This is an optimization exercise on Yosys and OpenROAD, whose aim is small area, a short achievable clock period and few clock cycles, not a production implementation.
Function was checked by simulation only, so behaviour that the tests miss may differ from the original.

**flow/run.sh**
```bash
#!/bin/bash
# synth_recipe.tcl (not shown) runs the flow's synth.tcl, then flattens the netlist and writes it again
# the make line also repeats each setting of config.mk as NAME=value (left out here)
make -C /OpenROAD-flow-scripts/flow DESIGN_CONFIG=/design/flow/config.mk WORK_HOME=/design/flow/orfs CLKGATE_MAP_FILE= SYNTH_SCRIPT=/design/flow/synth_recipe.tcl finish
```
**flow/config.mk**
```make
export PLATFORM = sky130hd
export DESIGN_NAME = Milestone1
export DESIGN_NICKNAME = Milestone1
export VERILOG_FILES = /design/flow/design.v
export SDC_FILE = /design/flow/constraint.sdc
export NUM_CORES = 4
export LEC_CHECK = 0
export CAP_MARGIN = 20
export CORE_MARGIN = 2
export CORE_UTILIZATION = 40
export PLACE_DENSITY = 0.6
export SLEW_MARGIN = 20
```
**flow/constraint.sdc**
```tcl
create_clock -name core_clock -period 12.0 [get_ports {Clock}]
set_input_delay 2.4000 -clock core_clock [delete_from_list [all_inputs] [get_ports {Clock}]]
set_output_delay 2.4000 -clock core_clock [all_outputs]
set_load 0.01 [all_outputs]
```
**flow/design.v**
```verilog
`timescale 1ns/100ps
`default_nettype none
module Milestone1 (
	input  logic        Clock,
	input  logic        Resetn,
	input  logic        Enable,
	output logic [17:0] SRAM_address,
	input  logic [15:0] SRAM_read_data,
	output logic [15:0] SRAM_write_data,
	output logic        SRAM_we_n
);
localparam [17:0] U_BASE   = 18'd38400;
localparam [17:0] V_BASE   = 18'd57600;
localparam [17:0] RGB_BASE = 18'd146944;
logic       busy, first;
logic [7:0] col;
logic [3:0] ph;
logic [15:0] p;    
logic [14:0] q;    
logic [17:0] wa;   
logic [7:0] wU [0:5];
logic [7:0] wV [0:5];
logic [7:0] hU, vh1, vh2;
logic [15:0] Yh;
logic signed [8:0] FU, FV;
logic [7:0] B0h, G1h, B1h;
wire [7:0] rd_hi = SRAM_read_data[15:8];
wire [7:0] rd_lo = SRAM_read_data[7:0];
wire selV = (ph == 4'd1);
wire [7:0] fa = selV ? wV[0] : wU[0];
wire [7:0] fb = selV ? wV[1] : wU[1];
wire [7:0] fc = selV ? wV[2] : wU[2];
wire [7:0] fd = selV ? wV[3] : wU[3];
wire [7:0] fe = selV ? wV[4] : wU[4];
wire [7:0] ff = selV ? wV[5] : wU[5];
wire [8:0] s1 = fa + ff;
wire [8:0] s2 = fb + fe;
wire [8:0] s3 = fc + fd;
wire signed [17:0] s1s = {9'd0, s1};
wire signed [17:0] s2s = {9'd0, s2};
wire signed [17:0] s3s = {9'd0, s3};
wire signed [17:0] fs = s1s * 18'sd21 - s2s * 18'sd52 + s3s * 18'sd159 - 18'sd32640;
wire signed [8:0] fout = fs[16:8];
wire odd = (ph == 4'd3);
wire [7:0] py = odd ? Yh[7:0] : Yh[15:8];
wire signed [8:0] pu = odd ? FU : {~wU[2][7], ~wU[2][7], wU[2][6:0]};
wire signed [8:0] pv = odd ? FV : {~wV[2][7], ~wV[2][7], wV[2][6:0]};
wire signed [9:0] pyz = {2'b00, py};
wire signed [9:0] pys = pyz - 10'sd16;
wire signed [26:0] Yt = pys * 27'sd76284;
wire signed [26:0] XR = Yt + pv * 27'sd104595;
wire signed [26:0] XG = Yt - pu * 27'sd25624 - pv * 27'sd53281;
wire signed [26:0] XB = Yt + pu * 27'sd132251;
wire Nu = pu[8] & ~pu[7];
wire Nv = pv[8] & ~pv[7];
function automatic [7:0] clampc(input signed [26:0] x);
	clampc = x[26] ? 8'd0 : (|x[25:24]) ? 8'd255 : x[23:16];
endfunction
wire [7:0] Ro = Nv ? 8'd0 : clampc(XR);
wire [7:0] Go = (Nu | Nv) ? 8'd0 : clampc(XG);
wire [7:0] Bo = Nu ? 8'd0 : clampc(XB);
wire c159   = (col == 8'd159);
wire ceven  = ~col[0];
wire last_ph = c159 ? (ph == 4'd8) : (ph == 4'd4);
wire [7:0] ncol = last_ph ? (c159 ? 8'd0 : col + 8'd1) : col;
wire [3:0] nph  = last_ph ? 4'd0 : ph + 4'd1;
wire nc159 = (ncol == 8'd159);
wire nwrite = (nph == 4'd0) | (nph == 4'd3) | (nph == 4'd4);
wire nreadY = (nph == 4'd2 & ~nc159) | (nph == 4'd8);
wire nreadU = (nph == 4'd1 & ~ncol[0] & ncol <= 8'd154) | (nph == 4'd2 & nc159) | (nph == 4'd6);
wire nreadV = (nph == 4'd1 & (nc159 | (ncol[0] & ncol <= 8'd153))) | (nph == 4'd5) | (nph == 4'd7);
always_ff @(posedge Clock or negedge Resetn) begin
	if (~Resetn) begin
		busy <= 1'b0;
		SRAM_we_n <= 1'b1;
	end else begin
		if (~busy) begin
			SRAM_we_n <= 1'b1;
			if (Enable) busy <= 1'b1;
		end else begin
			SRAM_we_n <= ~(nwrite & ~first);
			if (ph == 4'd0 & col == 8'd0 & wa == 18'd0) begin
				busy <= 1'b0;
				SRAM_we_n <= 1'b1;
			end
		end
	end
end
always_ff @(posedge Clock) begin
	if (~busy) begin
		col <= 8'd159;
		ph <= 4'd1;
		p <= 16'd0;
		q <= 15'd0;
		wa <= RGB_BASE - 18'd3;
		first <= 1'b1;
		SRAM_address <= V_BASE;
	end else begin
		col <= ncol;
		ph <= nph;
		if (ph == 4'd8) first <= 1'b0;
		if (nwrite) begin
			SRAM_address <= wa;
			wa <= wa + 18'd1;
		end else if (nreadY) begin
			SRAM_address <= {2'b00, p};
			p <= p + 16'd1;
		end else if (nreadU) begin
			SRAM_address <= U_BASE + q;
			q <= q + 15'd1;
		end else if (nreadV) begin
			SRAM_address <= V_BASE + q;
		end
	end
end
wire cle153 = (col <= 8'd153);
wire cle154 = (col <= 8'd154);
wire cle155 = (col <= 8'd155);
wire [7:0] srcU = (ceven & cle154) ? rd_hi : (cle155 ? hU : wU[5]);
wire [7:0] srcV = cle155 ? vh1 : wV[5];
always_ff @(posedge Clock) begin
	case (ph)
	4'd0: begin
		FU <= fout;
		if (col == 8'd0) begin
			vh1 <= rd_hi;
			vh2 <= rd_lo;
		end
	end
	4'd1: begin
		FV <= fout;
		if (col == 8'd0) Yh <= SRAM_read_data;
	end
	4'd2: begin
		SRAM_write_data <= {Ro, Go};
		B0h <= Bo;
	end
	4'd3: begin
		SRAM_write_data <= {B0h, Ro};
		G1h <= Go;
		B1h <= Bo;
		if (c159) begin
			wV[0] <= rd_hi; wV[1] <= rd_hi; wV[2] <= rd_hi; wV[3] <= rd_lo;
		end else begin
			wU[0] <= wU[1]; wU[1] <= wU[2]; wU[2] <= wU[3]; wU[3] <= wU[4]; wU[4] <= wU[5]; wU[5] <= srcU;
			if (ceven & cle154) hU <= rd_lo;
			wV[0] <= wV[1]; wV[1] <= wV[2]; wV[2] <= wV[3]; wV[3] <= wV[4]; wV[4] <= wV[5]; wV[5] <= srcV;
			if (~ceven & cle153) begin
				vh1 <= rd_hi;
				vh2 <= rd_lo;
			end else if (ceven & cle154) begin
				vh1 <= vh2;
			end
		end
	end
	4'd4: begin
		SRAM_write_data <= {G1h, B1h};
		if (c159) begin
			wU[0] <= rd_hi; wU[1] <= rd_hi; wU[2] <= rd_hi; wU[3] <= rd_lo;
		end else begin
			Yh <= SRAM_read_data;
		end
	end
	4'd7: begin
		wV[4] <= rd_hi; wV[5] <= rd_lo;
	end
	4'd8: begin
		wU[4] <= rd_hi; wU[5] <= rd_lo;
	end
	default: ;
	endcase
end
endmodule
```
==> run notes <==
==> cell families (layout without fill, tap and decap cells) <==
| kind of cell | count (synthesis) | count (layout) | synth area share |
|---|---|---|---|
| xor+xnor | 152 | 152 | 0.0444 |
| fa+ha+maj | 781 | 781 | 0.386 |
| buf+inv | 630 | 705 | 0.0794 |
| mux | 119 | 119 | 0.0431 |
| compound gates | 409 | 409 | 0.0900 |
| flops | 276 | 276 | 0.249 |
| simple gates | 666 | 666 | 0.108 |
==> path summary, 6_finish.rpt <==
kind	end	startpoint
worst min register to register	first	first
worst max-delay path	SRAM_write_data[3]	ph[0]
max in group asynchronous	SRAM_we_n	Resetn
min in group asynchronous	busy	Resetn
worst max register to register	SRAM_write_data[3]	ph[0]
worst min-delay path	first	first
==> cell type report <==
| cell class | count | area [um^2] | area share |
|---|---|---|---|
| sequential | 276 | 7480 | 0.229 |
| timing repair buffer | 79 | 726 | 0.0222 |
| clock inverter | 9 | 114 | 0.00349 |
| tap | 969 | 1210 | 0.0371 |
| multi-input combinational | 2127 | 20200 | 0.617 |
| inverter | 574 | 2160 | 0.0660 |
| clock buffer | 43 | 820 | 0.0251 |
==> metrics by stage <==
stage	utilization	setup WS [ns]	instance area (um^2)	instances
finish	0.440	0.844	32700	4077
global route	0.440	0.00567	32700	4077
CTS	0.439	0.478	32700	4077
detailed placement	0.427	0.544	31700	4025
global placement	0.427	0.791	31700	4025
floorplan	-	0.671	30000	3033
==> Yosys cell counts (22+ instances only) <==
library cell,number,area share
sky130_fd_sc_hd__inv_1,570,0.071
sky130_fd_sc_hd__mux2i_1,37,0.012
sky130_fd_sc_hd__xnor2_1,102,0.030
sky130_fd_sc_hd__o21ai_0,80,0.013
sky130_fd_sc_hd__clkbuf_1,42,0.0053
sky130_fd_sc_hd__a31oi_1,22,0.0046
sky130_fd_sc_hd__dfxtp_1,80,0.053
sky130_fd_sc_hd__mux2_2,82,0.031
sky130_fd_sc_hd__nor3_1,25,0.0042
sky130_fd_sc_hd__and2_1,43,0.0090
sky130_fd_sc_hd__edfxtp_1,194,0.19
sky130_fd_sc_hd__nand3_1,48,0.0080
sky130_fd_sc_hd__xor2_1,50,0.015
sky130_fd_sc_hd__nand2_1,309,0.039
sky130_fd_sc_hd__ha_1,539,0.22
sky130_fd_sc_hd__nor2b_1,30,0.0063
sky130_fd_sc_hd__a21oi_1,107,0.018
sky130_fd_sc_hd__nor2_1,87,0.011
sky130_fd_sc_hd__fa_1,242,0.16
sky130_fd_sc_hd__o21bai_1,27,0.0068
sky130_fd_sc_hd__a21o_1,41,0.010
sky130_fd_sc_hd__and3_1,29,0.0060
==> state kept, by name, indices dropped and copies added (netlist names) <==
signal           cells
busy                 1
wa                  18
SRAM_address        18
FU                   9
FV                   9
hU                   8
Yh                  16
B0h                  8
vh2                  8
ph                   4
wV                  48
p                   16
vh1                  8
SRAM_we_n            1
SRAM_write_data     16
col                  8
B1h                  8
q                   15
first                1
wU                  48
G1h                  8
==> routing by layer <==
| metal | track usage | routed length, um | part of all wire |
|---|---|---|---|
| met1 | 0.255 | 33100 | 0.47 |
| met3 | 0.0232 | 3370 | 0.048 |
| met5 | 0 | 0 | 0 |
| met2 | 0.301 | 32700 | 0.46 |
| met4 | 0.0389 | 1360 | 0.019 |
==> critical path, delay by kind of cell, from the launching register on <==
kind,cells,cell delay [ns]
xor gates and xnor gates,1,0.15
adders and majority gates,10,4.46
buffers and inverters,8,1.45
AOI/OAI and AO/OA,13,2.55
DFF,1,0.49
muxes,1,0.47
and+or+nand+nor,6,1.33
==> what timing repair did <==
action,4_1_cts,5_1_grt
gates resized for setup,0,4
setup endpoints to repair,0,12
hold buffers,0,0
setup buffers,0,0
==> run notes <==
- 0 — remaining antenna violation count after routing
- 0.57 ns — clock latency at the later pin of the worst-skew pair
- 0.00725 — async set-or-reset flop fraction in the synthesized netlist
- 77,200 um^2 — die area
- 57.6 mm — half-perimeter wire length after placement
- 0.0344 ns — worst-case clock skew
- 0.06 ns — clock slew at the register clock pins of the worst setup and hold paths
- 0 — ANT cells
- 3,033 — instance count of the mapped netlist
- 28 — Num CTS Buffers
- 5 — drt pass-1 iters
- 3,886 — final-stage net count
- flip-flop — Critical Path End Type
- 100 — number of cell rows
- 0.182 — total global-route track usage
- 0 — total overflow reported by the global router
- 39 — worst r2r path cells
- 76 — pin count of the biggest net entering global routing
- 0.57 ns — critical path's largest stage delay
- 5.11 — vias per cell
- 54 — top-level port count
- 0 — final number of max-transition violations
- 0.326 — relative max-transition margin
- 0 — number of violations of the max-capacitance limit
- 0.0896 GHz — achievable frequency
- 0.404 — Starting Density
- 92 — number of unique standard cell types used by synthesis
- 2 — worst hold stages
- 11.16 ns — clock period minus final worst setup slack
- false — setup repair after global routing missed its margin
- 39 — worst-path maximum fanout
- 53 — quantity of I/O buffers inserted on ports
- sky130_fd_sc_hd__inv_1 — commonest non-fill, non-tap cell in the layout
- 0 — final setup vio count
- 0.983 ns — Slew @ Worst Pin
- 276 — number of clock sinks
- done — CTS tree
- flip-flop to flip-flop — Hold/Removal Path Class
- 0 — final routed DRC violation total
- 9.89 um^2 — Synth Area per Inst
- 0.0618 — fraction of layout cells with a size suffix above 1
- 0.249 — sequential-to-total area share from yosys stat
- 20,800 — overall via count from detail_route
- 1 — deepest level of the CTS H-tree
- 278 um — die outline height
- 0.84 ns — R2R setup slack
- 278 um — die width
- timing/DRC/antenna clean — result of the run
- 0 ns — Fin Setup TNS
- flip-flop — critical path startpoint category
- 3 — Max clock buf depth
- 3,833 — number of nets in the synthesized netlist
- sky130_fd_sc_hd__clkbuf_16 — buffer cell driving the clock tree root
- 276 — flop and latch count out of synthesis
- 3 — Syn. warnings
- 570 x sky130_fd_sc_hd__inv_1, 539 x sky130_fd_sc_hd__ha_1, 309 x sky130_fd_sc_hd__nand2_1 — most used cells in the layout excluding fill and tap cells
- 194 — number of synthesized flops with an enable pin
- 7,207 — Filler Cells Inserted
- 0.930 — Period Utilization, post-route
- sky130_fd_sc_hd__edfxtp_1 — Main synth FF type
- 0.874 — RePlAce Congestion
- 17.3 um — DR WL/cell
- 112 mm — first-pass GRT wire length
- sky130_fd_sc_hd__fa_1 — Critical-path top delay cell
- 12.37 ns — Req. time, crit path
- 0 — number of hold violations in the final report
- 30,000 um^2 — cell area after synthesis
- 1,319 — Iteration-0 DRC Markers
- 8.90% — growth of design area from synthesis to finish
- 0.445 ns — Hold Slack
- 11.53 ns — data arrival time of the critical path
- 70.5 mm — post-detailed-routing wire length
- 20,700 — via count of the first global-routing pass
- 74,300 um^2 — total core area
- flip-flop to flip-flop — kind of critical path
- 1 — antenna violations before repair
Testbench counts, summed over its fixed seeds: cycles 1,543,760.

-- afterwards: timing with drivers on the ports --
No port has a modelled driver above. Below, the same layout with a new extraction and two added sets of constraints.
Step 1, drivers: a clkbuf_16 drives Clock and a buf_2 each remaining input, both assumed.
Step 2, shift: input delay + t, output delay - t, t = (earliest + latest rising clock arrival at the registers) / 2. This alone moves slack from input paths to output paths.
a / b / c = ideal / step 1 / step 2; a / b = the first two.
shift t [ns]: 0.611
setup slack, ns: 0.844 / 0.844 / 0.844
clock arrival spread, ns: 0.035 / 0.034
cell pins on the clock port's net: 1
After both steps this run still meets setup and hold. The setup slack of this run moves by 0.000 ns with the drivers and by 0.000 ns with both steps.
